What follows belongs to an exercise in optimizing a design on an open flow for small area, a short achievable clock period and few clock cycles per item; a production flow would make more cautious choices. Only simulation tests tie the RTL to the original design; equivalence was not proved.

## tundra
// custom_master_slave
module custom_master_slave #(
	parameter MASTER_ADDRESSWIDTH = 28,
	parameter DATAWIDTH = 32
)
(
	input  logic clk,
	input  logic reset_n,
	input  logic [2:0] filter_sel,
	output logic [MASTER_ADDRESSWIDTH-1:0] master_address,
	output logic [DATAWIDTH-1:0] master_writedata,
	output logic master_write,
	output logic master_read,
	input  logic [DATAWIDTH-1:0] master_readdata,
	input  logic master_readdatavalid,
	input  logic master_waitrequest
);
clock: 8.0 ns
lec_check: 0
cap_margin: 20
core_margin: 2
core_utilization: 40
cts_cluster_diameter: 100
cts_cluster_size: 30
place_density: 0.6
setup_slack_margin: 5
slew_margin: 20
synth_hierarchical: 1
synth_minimum_keep_size: 0
run.sh (not shown) runs the stock make flow with config.mk's settings and CLKGATE_MAP_FILE= SYNTH_SCRIPT=/design/flow/synth_recipe.tcl, a recipe that flattens the netlist after the stock synthesis.
tundra finished every stage and its layout cleared the timing, design-rule and antenna checks.
Testbench counts of tundra, summed over its fixed seeds: cycles 7,757,106, pixels 2,751,384.
Modified inputs, pepper compared to tundra
-- flow/design.v --
<<< tundra, line 225
	minmax4 gb (.v0(dl[1][8*L+7:8*L]), .v1(dl[2*H][8*L+7:8*L]), .v2(dl[H][8*L+7:8*L]), .v3(dl[0][8*L+7:8*L]),
	            .mn(lo_b), .mx(hi_b));
	wire [10:0] e0 = {1'b0, c, 2'b00};
	wire [10:0] e1 = ~{3'b000, dl[H+2][8*L+7:8*L]};
	wire [10:0] e2 = ~{3'b000, dl[H][8*L+7:8*L]};
	wire [10:0] e3 = ~{3'b000, dl[2*H+1][8*L+7:8*L]};
	wire [10:0] e4 = ~{3'b000, dl[1][8*L+7:8*L]};
	wire [10:0] p1 = e0 ^ e1 ^ e2;
	wire [10:0] g1 = (e0 & e1) | (e0 & e2) | (e1 & e2);
	wire [10:0] q1 = {g1[9:0], 1'b0};
	wire [10:0] p2 = p1 ^ q1 ^ e3;
	wire [10:0] g2 = (p1 & q1) | (p1 & e3) | (q1 & e3);
	wire [10:0] q2 = {g2[9:0], 1'b0};
	wire [10:0] es = p2 ^ q2 ^ e4;                                   
	wire [9:0]  ec = ((p2 & q2) | (p2 & e4) | (q2 & e4)) & 10'h3FF;   
	always_ff @(posedge clk) begin
		cq[L] <= c;
		la[L] <= edge_m ? es[7:0] : lo_a;
		lb[L] <= edge_m ? ec[7:0] : lo_b;
		ha[L] <= edge_m ? {es[10:8], ec[9:8], 3'b000} : hi_a;
		hb[L] <= hi_b;
	end
>>> pepper, line 225
	minmax4 gb (.v0(dl[1][8*L+7:8*L]), .v1(dl[2*H][8*L+7:8*L]), .v2(dl[H][8*L+7:8*L]), .v3(dl[0][8*L+7:8*L]),
	            .mn(lo_b), .mx(hi_b));
	wire [8:0] s1 = {1'b0, dl[H+2][8*L+7:8*L]} + {1'b0, dl[H][8*L+7:8*L]};
	wire [8:0] s2 = {1'b0, dl[2*H+1][8*L+7:8*L]} + {1'b0, dl[1][8*L+7:8*L]};
	always_ff @(posedge clk) begin
		cq[L] <= c;
		la[L] <= edge_m ? s1[7:0] : lo_a;
		lb[L] <= edge_m ? s2[7:0] : lo_b;
		ha[L] <= edge_m ? {6'b000000, s2[8], s1[8]} : hi_a;
		hb[L] <= hi_b;
	end
<<< tundra, line 250
generate
for (L = 0; L < 3; L++) begin : fin
	wire [10:0] t = {ha[L][7:5], la[L]} + {ha[L][4:3], lb[L], 1'b0} + 11'd4;
	assign e_w[8*L+7:8*L] = t[10] ? 8'h00 : (t[9] || t[8]) ? 8'hFF : t[7:0];
	wire [7:0] cqn = ~cq[L];
>>> pepper, line 239
generate
for (L = 0; L < 3; L++) begin : fin
	wire [10:0] t = {1'b0, cq[L], 2'b00} - {2'b00, ha[L][0], la[L]} - {2'b00, ha[L][1], lb[L]};
	assign e_w[8*L+7:8*L] = t[10] ? 8'h00 : (t[9] || t[8]) ? 8'hFF : t[7:0];
	wire [7:0] cqn = ~cq[L];
--- outcome ---
Having completed the whole flow, pepper delivered a layout that passed the timing, design-rule and antenna checks. Compared with tundra, pepper shows synthesized area that has gone down slightly. From tundra to pepper the numbers moved as follows: number of non-clock inverters in the layout has decreased; global-route wire length before repair has decreased; longest individual stage delay on the worst path has increased; proportion of cell area spent on the clock network has remained practically unchanged; count of clock-net buffers in the final layout has decreased. Comparing the two runs side by side, pepper comes out behind tundra on clock period minus worst slack. Between pepper and tundra, worst setup slack is lower for pepper, tundra comes in above that. Looking at x dimension of the die, pepper sits below tundra. Compared with tundra, in pepper wire length grew by 2300 µm; critical path depth climbed 12. Via count of the routed design: pepper higher than tundra.
Testbench counts of pepper, summed over its fixed seeds: cycles 7,757,106, pixels 2,751,384.

## what the ideal ports hide
The results above use ideal ports. As a check the final layouts listed here were re-extracted and re-timed, cells and wires unchanged. Step 1 assumes that a clkbuf_16 drives the clock port and a buf_2 every other input. Step 2 moves the port delays by t, midway between the first and last clock arrival at a register: inputs arrive t later, outputs are due t later. That takes back most of the time a late clock gives input paths. a / b / c = no drivers / after step 1 / after step 2; a / b = the first two.
run | t, ns | setup WS [ns] | cell pins on the clock port's net
tundra | 0.664 | 5.066 / 5.000 / 4.410 | 1
pepper | 0.653 | 4.852 / 4.852 / 4.427 | 1
After both steps every run listed still meets setup and hold. The setup slack of tundra, which loses most, moves by -0.066 ns with the drivers and by -0.656 ns with both steps.
